Context: an optimization exercise on an open-source flow, tuned for small area. The choices shown serve that exercise and are no tape-out recipe.
Where RTL was checked, it was by simulation tests only, not by an equivalence proof against the original.
The clock input has no modelled driver; a real chip could not lean on it and would need a root buffer or a full tree.

==> inputs of exp/ember <==
==> flow/design.v <==
module full_adder(input a, b, cin, output sum, carry);
    assign sum   = a ^ b ^ cin;
    assign carry = (a & b) | (a & cin) | (b & cin);
endmodule
module truncated_adder_8bit (
    input  wire [8:0] t,
    input  wire [7:0] d,
    output wire [7:0] r
);
    wire [9:2] c;
    wire c1 = t[0] | d[0];
    assign c[2] = (t[1] & d[1]) | (t[1] & c1) | (d[1] & c1);
    full_adder fa2 (t[2], d[2], c[2], r[0], c[3]);
    full_adder fa3 (t[3], d[3], c[3], r[1], c[4]);
    full_adder fa4 (t[4], d[4], c[4], r[2], c[5]);
    full_adder fa5 (t[5], d[5], c[5], r[3], c[6]);
    full_adder fa6 (t[6], d[6], c[6], r[4], c[7]);
    full_adder fa7 (t[7], d[7], c[7], r[5], c[8]);
    full_adder fa8 (t[8], d[7], c[8], r[6], c[9]);
    assign r[7] = t[8] ^ d[7] ^ c[9];
endmodule
module truncated_multiplier_8bit (
    input  wire [7:0] a,
    input  wire [7:0] b,
    output wire [8:0] tn
);
    wire p1 = ~(a[0] & b[0]);
    wire p2 = ~(a[0] & b[1]);
    wire p3 = ~(a[0] & b[2]);
    wire p4 = ~(a[0] & b[3]);
    wire p5 = ~(a[0] & b[4]);
    wire p6 = ~(a[0] & b[5]);
    wire p7 = ~(a[0] & b[6]);
    wire p8 = ~(a[1] & b[0]);
    wire p9 = ~(a[1] & b[1]);
    wire p10 = ~(a[1] & b[2]);
    wire p11 = ~(a[1] & b[3]);
    wire p12 = ~(a[1] & b[4]);
    wire p13 = ~(a[1] & b[5]);
    wire p14 = ~(a[1] & b[6]);
    wire p15 = ~(a[2] & b[0]);
    wire p16 = ~(a[2] & b[1]);
    wire p17 = ~(a[2] & b[2]);
    wire p18 = ~(a[2] & b[3]);
    wire p19 = ~(a[2] & b[4]);
    wire p20 = ~(a[2] & b[5]);
    wire p21 = ~(a[2] & b[6]);
    wire p22 = ~(a[3] & b[0]);
    wire p23 = ~(a[3] & b[1]);
    wire p24 = ~(a[3] & b[2]);
    wire p25 = ~(a[3] & b[3]);
    wire p26 = ~(a[3] & b[4]);
    wire p27 = ~(a[3] & b[5]);
    wire p28 = ~(a[3] & b[6]);
    wire p29 = ~(a[4] & b[0]);
    wire p30 = ~(a[4] & b[1]);
    wire p31 = ~(a[4] & b[2]);
    wire p32 = ~(a[4] & b[3]);
    wire p33 = ~(a[4] & b[4]);
    wire p34 = ~(a[4] & b[5]);
    wire p35 = ~(a[4] & b[6]);
    wire p36 = ~(a[5] & b[0]);
    wire p37 = ~(a[5] & b[1]);
    wire p38 = ~(a[5] & b[2]);
    wire p39 = ~(a[5] & b[3]);
    wire p40 = ~(a[5] & b[4]);
    wire p41 = ~(a[5] & b[5]);
    wire p42 = ~(a[5] & b[6]);
    wire p43 = ~(a[6] & b[0]);
    wire p44 = ~(a[6] & b[1]);
    wire p45 = ~(a[6] & b[2]);
    wire p46 = ~(a[6] & b[3]);
    wire p47 = ~(a[6] & b[4]);
    wire p48 = ~(a[6] & b[5]);
    wire p49 = ~(a[6] & b[6]);
    wire p50 = a[0] & b[7];
    wire p51 = a[7] & b[0];
    wire p52 = a[1] & b[7];
    wire p53 = a[7] & b[1];
    wire p54 = a[2] & b[7];
    wire p55 = a[7] & b[2];
    wire p56 = a[3] & b[7];
    wire p57 = a[7] & b[3];
    wire p58 = a[4] & b[7];
    wire p59 = a[7] & b[4];
    wire p60 = a[5] & b[7];
    wire p61 = a[7] & b[5];
    wire p62 = a[6] & b[7];
    wire p63 = a[7] & b[6];
    wire p64 = ~(a[7] & b[7]);
    wire p65 = ~b[7];
    wire h66 = p2 | p8;
    full_adder fa_s67 (p15, p3, p9, s67, c68);
    wire h69 = h66 | s67;
    full_adder fa_s70 (p10, p16, p22, s70, c71);
    full_adder fa_s72 (p4, c68, s70, s72, c73);
    wire h74 = h69 | s72;
    full_adder fa_s75 (p11, p17, p23, s75, c76);
    full_adder fa_s77 (p29, p5, c71, s77, c78);
    full_adder fa_s79 (s75, s77, c73, s79, c80);
    wire h81 = h74 | s79;
    full_adder fa_s82 (p12, p18, p24, s82, c83);
    full_adder fa_s84 (p30, p36, p6, s84, c85);
    full_adder fa_s86 (c76, s82, s84, s86, c87);
    full_adder fa_s88 (c78, s86, c80, s88, c89);
    wire h90 = h81 | s88;
    full_adder fa_s91 (p13, p19, p25, s91, c92);
    full_adder fa_s93 (p31, p37, p43, s93, c94);
    full_adder fa_s95 (p7, c83, c85, s95, c96);
    full_adder fa_s97 (s91, s93, c87, s97, c98);
    full_adder fa_s99 (s95, s97, c89, s99, c100);
    wire h101 = h90 | s99;
    full_adder fa_s102 (p14, p20, p26, s102, c103);
    full_adder fa_s104 (p32, p38, p44, s104, c105);
    full_adder fa_s106 (p50, p51, c92, s106, c107);
    full_adder fa_s108 (c94, s102, s104, s108, c109);
    full_adder fa_s110 (s106, c96, s108, s110, c111);
    full_adder fa_s112 (c98, s110, c100, s112, c113);
    wire h114 = h101 | s112;
    full_adder fa_s115 (p21, p27, p33, s115, c116);
    full_adder fa_s117 (p39, p45, p52, s117, c118);
    full_adder fa_s119 (p53, c103, c105, s119, c120);
    full_adder fa_s121 (s115, s117, c107, s121, c122);
    full_adder fa_s123 (c109, s119, s121, s123, c124);
    full_adder fa_s125 (c111, s123, c113, s125, c126);
    wire s127 = ~(h114 ^ s125);
    wire c128 = h114 | s125;
    full_adder fa_s129 (b[0], b[1], p28, s129, c130);
    full_adder fa_s131 (p34, p40, p46, s131, c132);
    full_adder fa_s133 (p54, p55, s129, s133, c134);
    full_adder fa_s135 (c116, c118, s131, s135, c136);
    full_adder fa_s137 (s133, c120, s135, s137, c138);
    full_adder fa_s139 (c122, s137, c124, s139, c140);
    full_adder fa_s141 (s139, c126, c128, s141, c142);
    full_adder fa_s143 (b[2], p35, p41, s143, c144);
    full_adder fa_s145 (p47, p56, p57, s145, c146);
    full_adder fa_s147 (c130, c132, s143, s147, c148);
    full_adder fa_s149 (s145, c134, c136, s149, c150);
    full_adder fa_s151 (s147, s149, c138, s151, c152);
    full_adder fa_s153 (s151, c140, c142, s153, c154);
    full_adder fa_s155 (b[3], p42, p48, s155, c156);
    full_adder fa_s157 (p58, p59, c144, s157, c158);
    full_adder fa_s159 (c146, s155, s157, s159, c160);
    full_adder fa_s161 (c148, c150, s159, s161, c162);
    full_adder fa_s163 (c152, s161, c154, s163, c164);
    full_adder fa_s165 (b[4], p49, p60, s165, c166);
    full_adder fa_s167 (p61, c156, s165, s167, c168);
    full_adder fa_s169 (c158, s167, c160, s169, c170);
    full_adder fa_s171 (s169, c162, c164, s171, c172);
    full_adder fa_s173 (b[5], p62, p63, s173, c174);
    full_adder fa_s175 (c166, s173, c168, s175, c176);
    full_adder fa_s177 (s175, c170, c172, s177, c178);
    full_adder fa_s179 (b[6], p64, c174, s179, c180);
    full_adder fa_s181 (s179, c176, c178, s181, c182);
    full_adder fa_s183 (p65, c180, c182, s183, c184);
    assign tn[0] = s127;
    assign tn[1] = s141;
    assign tn[2] = s153;
    assign tn[3] = s163;
    assign tn[4] = s171;
    assign tn[5] = s177;
    assign tn[6] = s181;
    assign tn[7] = s183;
    assign tn[8] = ~((c184) ^ 1'b0);
endmodule
module top (
    input  wire        clk,
    input  wire        rst,
    input  wire signed [7:0] din,
    output reg  signed [7:0] f1, f2, f3, f4
);
    reg [1:0] g, j;
    reg [8:0] s0, s1, s2, s3;
    wire [8:0] tn;
    wire [7:0] rn;
    truncated_multiplier_8bit mul (.a(s3[7:0]), .b(din), .tn(tn));
    truncated_adder_8bit      add (.t(s3), .d(din), .r(rn));
    always @(posedge clk or posedge rst) begin
        if (rst) begin
            g <= 2'd2;
            j <= 2'd0;
        end else begin
            j <= j + 2'd1;
            if (j == 2'd3) g <= {~g[1] & g[0], ~(g[1] & g[0])};
        end
    end
    always @(posedge clk) begin
        if (!g[0])     s0 <= {1'b0, din};
        else if (!g[1]) s0 <= ~tn;
        else           s0 <= {1'b0, rn};
        s1 <= s0;
        s2 <= s1;
        s3 <= s2;
    end
    always @(posedge clk or posedge rst) begin
        if (rst) begin
            f1 <= 8'd0; f2 <= 8'd0; f3 <= 8'd0; f4 <= 8'd0;
        end else begin
            if (g == 2'd3 && j == 2'd2) f1 <= s1[7:0];
            if (g == 2'd3 && j == 2'd3) f2 <= s1[7:0];
            if (g == 2'd0 && j == 2'd0) f3 <= s1[7:0];
            if (g == 2'd0 && j == 2'd1) f4 <= s1[7:0];
        end
    end
endmodule
==> flow/run.sh <==
#!/bin/bash
# synth_recipe.tcl (not shown) runs the flow's synth.tcl, then flattens the netlist and writes it again
# the make line also repeats each setting of config.mk as NAME=value (left out here)
make -C /OpenROAD-flow-scripts/flow DESIGN_CONFIG=/design/flow/config.mk WORK_HOME=/design/flow/orfs CLKGATE_MAP_FILE= SYNTH_SCRIPT=/design/flow/synth_recipe.tcl finish
==> flow/config.mk <==
export PLATFORM = sky130hd
export DESIGN_NAME = top
export DESIGN_NICKNAME = top
export VERILOG_FILES = /design/flow/design.v
export SDC_FILE = /design/flow/constraint.sdc
export NUM_CORES = 4
export LEC_CHECK = 0
export CAP_MARGIN = 20
export CORE_MARGIN = 2
export CORE_UTILIZATION = 40
export SLEW_MARGIN = 20
export SYNTH_HIERARCHICAL = 1
export SYNTH_MINIMUM_KEEP_SIZE = 0
==> flow/constraint.sdc <==
create_clock -name core_clock -period 12.0 [get_ports {clk}]
set_input_delay 2.4000 -clock core_clock [delete_from_list [all_inputs] [get_ports {clk}]]
set_output_delay 2.4000 -clock core_clock [all_outputs]
set_load 0.01 [all_outputs]
==> exp/xenon: changes against exp/ember <==
==> flow/flow/run.sh (new file) <==
#!/bin/bash
# The standard layout, with buf_1 port buffers and a clock tree without
# dummy loads. Each tool's output goes to a log file in this folder.
set -euo pipefail
bash standard.sh \
  "BUFFER_PORTS_ARGS=-buffer_cell sky130_fd_sc_hd__buf_1" \
  "CTS_ARGS=-sink_clustering_enable -repair_clock_nets -dont_use_dummy_load" \
  finish > flow_standard.log 2>&1
==> flow/standard.sh (new file) <==
#!/bin/bash
# synth_recipe.tcl (not shown) runs the flow's synth.tcl, then flattens the netlist and writes it again
# the make line also repeats each setting of config.mk as NAME=value (left out here)
make -C /OpenROAD-flow-scripts/flow DESIGN_CONFIG=/design/flow/config.mk WORK_HOME=/design/flow/orfs CLKGATE_MAP_FILE= SYNTH_SCRIPT=/design/flow/synth_recipe.tcl "${@:-finish}"
removed: flow/run.sh
==> exp/nickel: changes against exp/ember <==
--- a/flow/design.v
+++ b/flow/design.v
@@ -180,14 +180,13 @@
             g <= 2'd2;
             j <= 2'd0;
         end else begin
-            j <= j + 2'd1;
-            if (j == 2'd3) g <= {~g[1] & g[0], ~(g[1] & g[0])};
+            j <= {j[0], ~j[1]};
+            if (j == 2'd2) g <= {~g[1] & g[0], ~(g[1] & g[0])};
         end
     end
     always @(posedge clk) begin
-        if (!g[0])     s0 <= {1'b0, din};
-        else if (!g[1]) s0 <= ~tn;
-        else           s0 <= {1'b0, rn};
+        s0[7:0] <= !g[0] ? din : (g[1] ? rn : ~tn[7:0]);
+        s0[8]   <= ~tn[8];
         s1 <= s0;
         s2 <= s1;
         s3 <= s2;
@@ -196,8 +195,8 @@
         if (rst) begin
             f1 <= 8'd0; f2 <= 8'd0; f3 <= 8'd0; f4 <= 8'd0;
         end else begin
-            if (g == 2'd3 && j == 2'd2) f1 <= s1[7:0];
-            if (g == 2'd3 && j == 2'd3) f2 <= s1[7:0];
+            if (g == 2'd3 && j == 2'd3) f1 <= s1[7:0];
+            if (g == 2'd3 && j == 2'd2) f2 <= s1[7:0];
             if (g == 2'd0 && j == 2'd0) f3 <= s1[7:0];
             if (g == 2'd0 && j == 2'd1) f4 <= s1[7:0];
         end
==> flow/flow/run.sh (new file) <==
#!/bin/bash
# The standard layout, with buf_1 port buffers, every combinational cell at
# its smallest drive after floorplan (repair sizes up what needs it), and a
# clock tree without dummy loads. Tool output goes to log files here.
set -euo pipefail
here=$(pwd)
bash standard.sh \
  "BUFFER_PORTS_ARGS=-buffer_cell sky130_fd_sc_hd__buf_1" \
  "POST_FLOORPLAN_TCL=$here/flow/downsize.tcl" \
  "CTS_ARGS=-sink_clustering_enable -repair_clock_nets -dont_use_dummy_load -buf_list {sky130_fd_sc_hd__clkbuf_4} -root_buf sky130_fd_sc_hd__clkbuf_4 -tree_buf sky130_fd_sc_hd__clkbuf_4" \
  finish > flow_standard.log 2>&1
==> flow/flow/downsize.tcl (new file) <==
# Give every combinational cell the smallest drive strength of its kind.
# Later repair steps size up whatever timing, slew or load needs.
set db [ord::get_db]
set block [ord::get_db_block]
set n 0
foreach inst [$block getInsts] {
  set m [[$inst getMaster] getName]
  if { ![regexp {^(sky130_fd_sc_hd__([a-z0-9]+))_(\d+)$} $m -> base kind drv] } { continue }
  if { [regexp {^(df|edf|sdf|sedf|dl|clk|tap|fill|decap|conb|diode|probe|lpflow)} $kind] } { continue }
  foreach d {0 1 2} {
    set cand "${base}_$d"
    if { $cand eq $m } { break }
    set cm [$db findMaster $cand]
    if { $cm ne "NULL" && $cm ne "" } {
      replace_cell [get_cells [$inst getName]] $cand
      incr n
      break
    }
  }
}
puts "downsize: replaced $n cells"
==> flow/standard.sh (new file) <==
#!/bin/bash
# synth_recipe.tcl (not shown) runs the flow's synth.tcl, then flattens the netlist and writes it again
# the make line also repeats each setting of config.mk as NAME=value (left out here)
make -C /OpenROAD-flow-scripts/flow DESIGN_CONFIG=/design/flow/config.mk WORK_HOME=/design/flow/orfs CLKGATE_MAP_FILE= SYNTH_SCRIPT=/design/flow/synth_recipe.tcl "${@:-finish}"
removed: flow/run.sh
==> exp/maple: changes against exp/ember <==
--- a/flow/design.v
+++ b/flow/design.v
@@ -180,26 +180,41 @@
             g <= 2'd2;
             j <= 2'd0;
         end else begin
-            j <= j + 2'd1;
-            if (j == 2'd3) g <= {~g[1] & g[0], ~(g[1] & g[0])};
+            j <= {j[0], ~j[1]};
+            if (j == 2'd2) g <= {~g[1] & g[0], ~(g[1] & g[0])};
         end
     end
+    wire       selA  = ~g[0];
+    wire       selR  = g[0] & g[1];
+    wire       nselT = ~g[0] | g[1];
+    wire [7:0] s0_d;
+    ring_mux rm [7:0] (.sa(selA), .sr(selR), .nst(nselT), .d(din), .r(rn), .tn(tn[7:0]), .y(s0_d));
     always @(posedge clk) begin
-        if (!g[0])     s0 <= {1'b0, din};
-        else if (!g[1]) s0 <= ~tn;
-        else           s0 <= {1'b0, rn};
+        s0 <= {~tn[8], s0_d};
         s1 <= s0;
         s2 <= s1;
         s3 <= s2;
     end
+    wire e1 = (g == 2'd3) & (j == 2'd3);
+    wire e2 = (g == 2'd3) & (j == 2'd2);
+    wire e3 = (g == 2'd0) & (j == 2'd0);
+    wire e4 = (g == 2'd0) & (j == 2'd1);
+    wire [7:0] f1_d, f2_d, f3_d, f4_d;
+    hold_mux h1 [7:0] (.en(e1), .enn(~e1), .d(s1[7:0]), .q(f1), .y(f1_d));
+    hold_mux h2 [7:0] (.en(e2), .enn(~e2), .d(s1[7:0]), .q(f2), .y(f2_d));
+    hold_mux h3 [7:0] (.en(e3), .enn(~e3), .d(s1[7:0]), .q(f3), .y(f3_d));
+    hold_mux h4 [7:0] (.en(e4), .enn(~e4), .d(s1[7:0]), .q(f4), .y(f4_d));
     always @(posedge clk or posedge rst) begin
         if (rst) begin
             f1 <= 8'd0; f2 <= 8'd0; f3 <= 8'd0; f4 <= 8'd0;
         end else begin
-            if (g == 2'd3 && j == 2'd2) f1 <= s1[7:0];
-            if (g == 2'd3 && j == 2'd3) f2 <= s1[7:0];
-            if (g == 2'd0 && j == 2'd0) f3 <= s1[7:0];
-            if (g == 2'd0 && j == 2'd1) f4 <= s1[7:0];
+            f1 <= f1_d; f2 <= f2_d; f3 <= f3_d; f4 <= f4_d;
         end
     end
 endmodule
+module ring_mux (input wire sa, sr, nst, d, r, tn, output wire y);
+    assign y = (sa & d) | (sr & r) | ~(nst | tn);
+endmodule
+module hold_mux (input wire en, enn, d, q, output wire y);
+    assign y = (en & d) | (enn & q);
+endmodule
==> flow/flow/run.sh (new file) <==
#!/bin/bash
# The standard layout, with buf_1 port buffers, every combinational cell at
# its smallest drive after floorplan (repair sizes up what needs it), and a
# flat clock tree of 2 x 2 buffers clkbuf_8. Tool output goes to log files here.
set -euo pipefail
here=$(pwd)
export CLK_GX=2 CLK_GY=2 CLK_BUF=sky130_fd_sc_hd__clkbuf_8
bash standard.sh \
  "BUFFER_PORTS_ARGS=-buffer_cell sky130_fd_sc_hd__buf_1" \
  "POST_FLOORPLAN_TCL=$here/flow/downsize.tcl" \
  "CTS_ARGS=-sink_clustering_enable -repair_clock_nets -dont_use_dummy_load" \
  "POST_CTS_TCL=$here/flow/clocktree.tcl" \
  finish > flow_standard.log 2>&1
==> flow/flow/clocktree.tcl (new file) <==
# After CTS: replace the clock tree CTS built by a flat one. The sinks are
# split into a CLK_GX x CLK_GY grid of groups (by x, then by y within each
# column); each group gets one buffer of type CLK_BUF at its centroid, driven
# from the clock port.
set gx [expr { [info exists ::env(CLK_GX)] ? $::env(CLK_GX) : 1 }]
set gy [expr { [info exists ::env(CLK_GY)] ? $::env(CLK_GY) : 1 }]
set bufcell [expr { [info exists ::env(CLK_BUF)] ? $::env(CLK_BUF) : "sky130_fd_sc_hd__clkbuf_16" }]
set db [ord::get_db]
set block [ord::get_db_block]
set clk [$block findNet clk]

# the clock tree: every buffer reached from the clock port through clock buffers
set tree {}
set front [list $clk]
set sinks {}
while { [llength $front] } {
  set net [lindex $front 0]
  set front [lrange $front 1 end]
  foreach it [$net getITerms] {
    if { ![$it isInputSignal] } { continue }
    set inst [$it getInst]
    set m [[$inst getMaster] getName]
    if { [string match "sky130_fd_sc_hd__clkbuf_*" $m] || [string match "sky130_fd_sc_hd__clkinv*" $m] } {
      lappend tree $inst
      lappend front [[$inst findITerm X] getNet]
    } else {
      lappend sinks $it
    }
  }
}
puts "clocktree: [llength $tree] tree cells, [llength $sinks] sinks"
foreach inst $tree {
  set onet [[$inst findITerm X] getNet]
  foreach it [$onet getITerms] { $it disconnect }
  odb::dbInst_destroy $inst
  odb::dbNet_destroy $onet
}
foreach it $sinks { $it disconnect }

# split the sinks by x
set keyed {}
foreach it $sinks {
  set b [[$it getInst] getBBox]
  lappend keyed [list [expr { ([$b xMin] + [$b xMax]) / 2 }] [expr { ([$b yMin] + [$b yMax]) / 2 }] $it]
}
set keyed [lsort -integer -index 0 $keyed]
set n [llength $keyed]
set master [$db findMaster $bufcell]
set g 0
for { set cx 0 } { $cx < $gx } { incr cx } {
  set col [lrange $keyed [expr { $cx * $n / $gx }] [expr { ($cx + 1) * $n / $gx - 1 }]]
  set col [lsort -integer -index 1 $col]
  set m [llength $col]
  for { set cy 0 } { $cy < $gy } { incr cy } {
    set part [lrange $col [expr { $cy * $m / $gy }] [expr { ($cy + 1) * $m / $gy - 1 }]]
    set net [odb::dbNet_create $block "clknet_flat_$g"]
    $net setSigType CLOCK
    set buf [odb::dbInst_create $block $master "clkbuf_flat_$g"]
    [$buf findITerm A] connect $clk
    [$buf findITerm X] connect $net
    set sx 0; set sy 0
    foreach k $part {
      lassign $k x y it
      $it connect $net
      incr sx $x; incr sy $y
    }
    set cnt [llength $part]
    $buf setLocation [expr { $sx / $cnt }] [expr { $sy / $cnt }]
    $buf setPlacementStatus PLACED
    puts "clocktree: $bufcell clkbuf_flat_$g drives $cnt sinks"
    incr g
  }
}
detailed_placement
check_placement -verbose
estimate_parasitics -placement
report_clock_skew
==> flow/flow/downsize.tcl (new file) <==
# Give every combinational cell the smallest drive strength of its kind.
# Later repair steps size up whatever timing, slew or load needs.
set db [ord::get_db]
set block [ord::get_db_block]
set n 0
foreach inst [$block getInsts] {
  set m [[$inst getMaster] getName]
  if { ![regexp {^(sky130_fd_sc_hd__([a-z0-9]+))_(\d+)$} $m -> base kind drv] } { continue }
  if { [regexp {^(df|edf|sdf|sedf|dl|clk|tap|fill|decap|conb|diode|probe|lpflow)} $kind] } { continue }
  foreach d {0 1 2} {
    set cand "${base}_$d"
    if { $cand eq $m } { break }
    set cm [$db findMaster $cand]
    if { $cm ne "NULL" && $cm ne "" } {
      replace_cell [get_cells [$inst getName]] $cand
      incr n
      break
    }
  }
}
puts "downsize: replaced $n cells"
==> flow/standard.sh (new file) <==
#!/bin/bash
# synth_recipe.tcl (not shown) runs the flow's synth.tcl, then flattens the netlist and writes it again
# the make line also repeats each setting of config.mk as NAME=value (left out here)
make -C /OpenROAD-flow-scripts/flow DESIGN_CONFIG=/design/flow/config.mk WORK_HOME=/design/flow/orfs CLKGATE_MAP_FILE= SYNTH_SCRIPT=/design/flow/synth_recipe.tcl "${@:-finish}"
removed: flow/run.sh
==> run summary <==
- Critical path depth is the same in exp/xenon and exp/nickel.
- Against exp/maple, the synthesized area of exp/xenon is larger by 5.7%.
- Against exp/ember, the die area of exp/maple is smaller by 5.2%.
- Wire length: exp/nickel < exp/maple < exp/xenon < exp/ember.
- The highest sequential share of layout area belongs to exp/maple, the lowest to exp/ember.
Function not checked in exp/maple: the RTL went through the layout flow alone. In exp/maple the design's own scripts or RTL, not TritonCTS, make the clock network.

-- separate check: timing with driven ports --
In the flow no input, the clock included, has a driving cell. The finished layouts below were timed again as built, in two steps.
Step 1 sets driving cells, clkbuf_16 on the clock port and buf_2 on the other inputs (assumed; they add their load-dependent delay and slew).
Step 2 also shifts input and output timing later by t, the mid clock arrival at the registers, as if the neighbouring blocks saw the same clock.
a / b / c = no drivers / after step 1 / after step 2; a / b = the first two.
| run | t (ns) | setup WS [ns] | worst setup path after step 2 | worst register clock-pin slew, ns |
|---|---|---|---|---|
| exp/ember | 0.360 | 2.318 / 2.318 / 1.958 | input to register | 0.07 / 0.07 |
| exp/xenon | 0.350 | 2.636 / 2.633 / 2.284 | input to register | 0.07 / 0.07 |
| exp/nickel | 0.393 | 2.613 / 2.611 / 2.218 | input to register | 0.12 / 0.12 |
| exp/maple | 0.209 | 2.460 / 2.488 / 2.279 | input to register | 0.10 / 0.10 |
After both steps every run listed still meets setup and hold. For exp/nickel, which loses most, drivers alone change the setup slack by -0.002 ns; drivers and shift together by -0.395 ns.
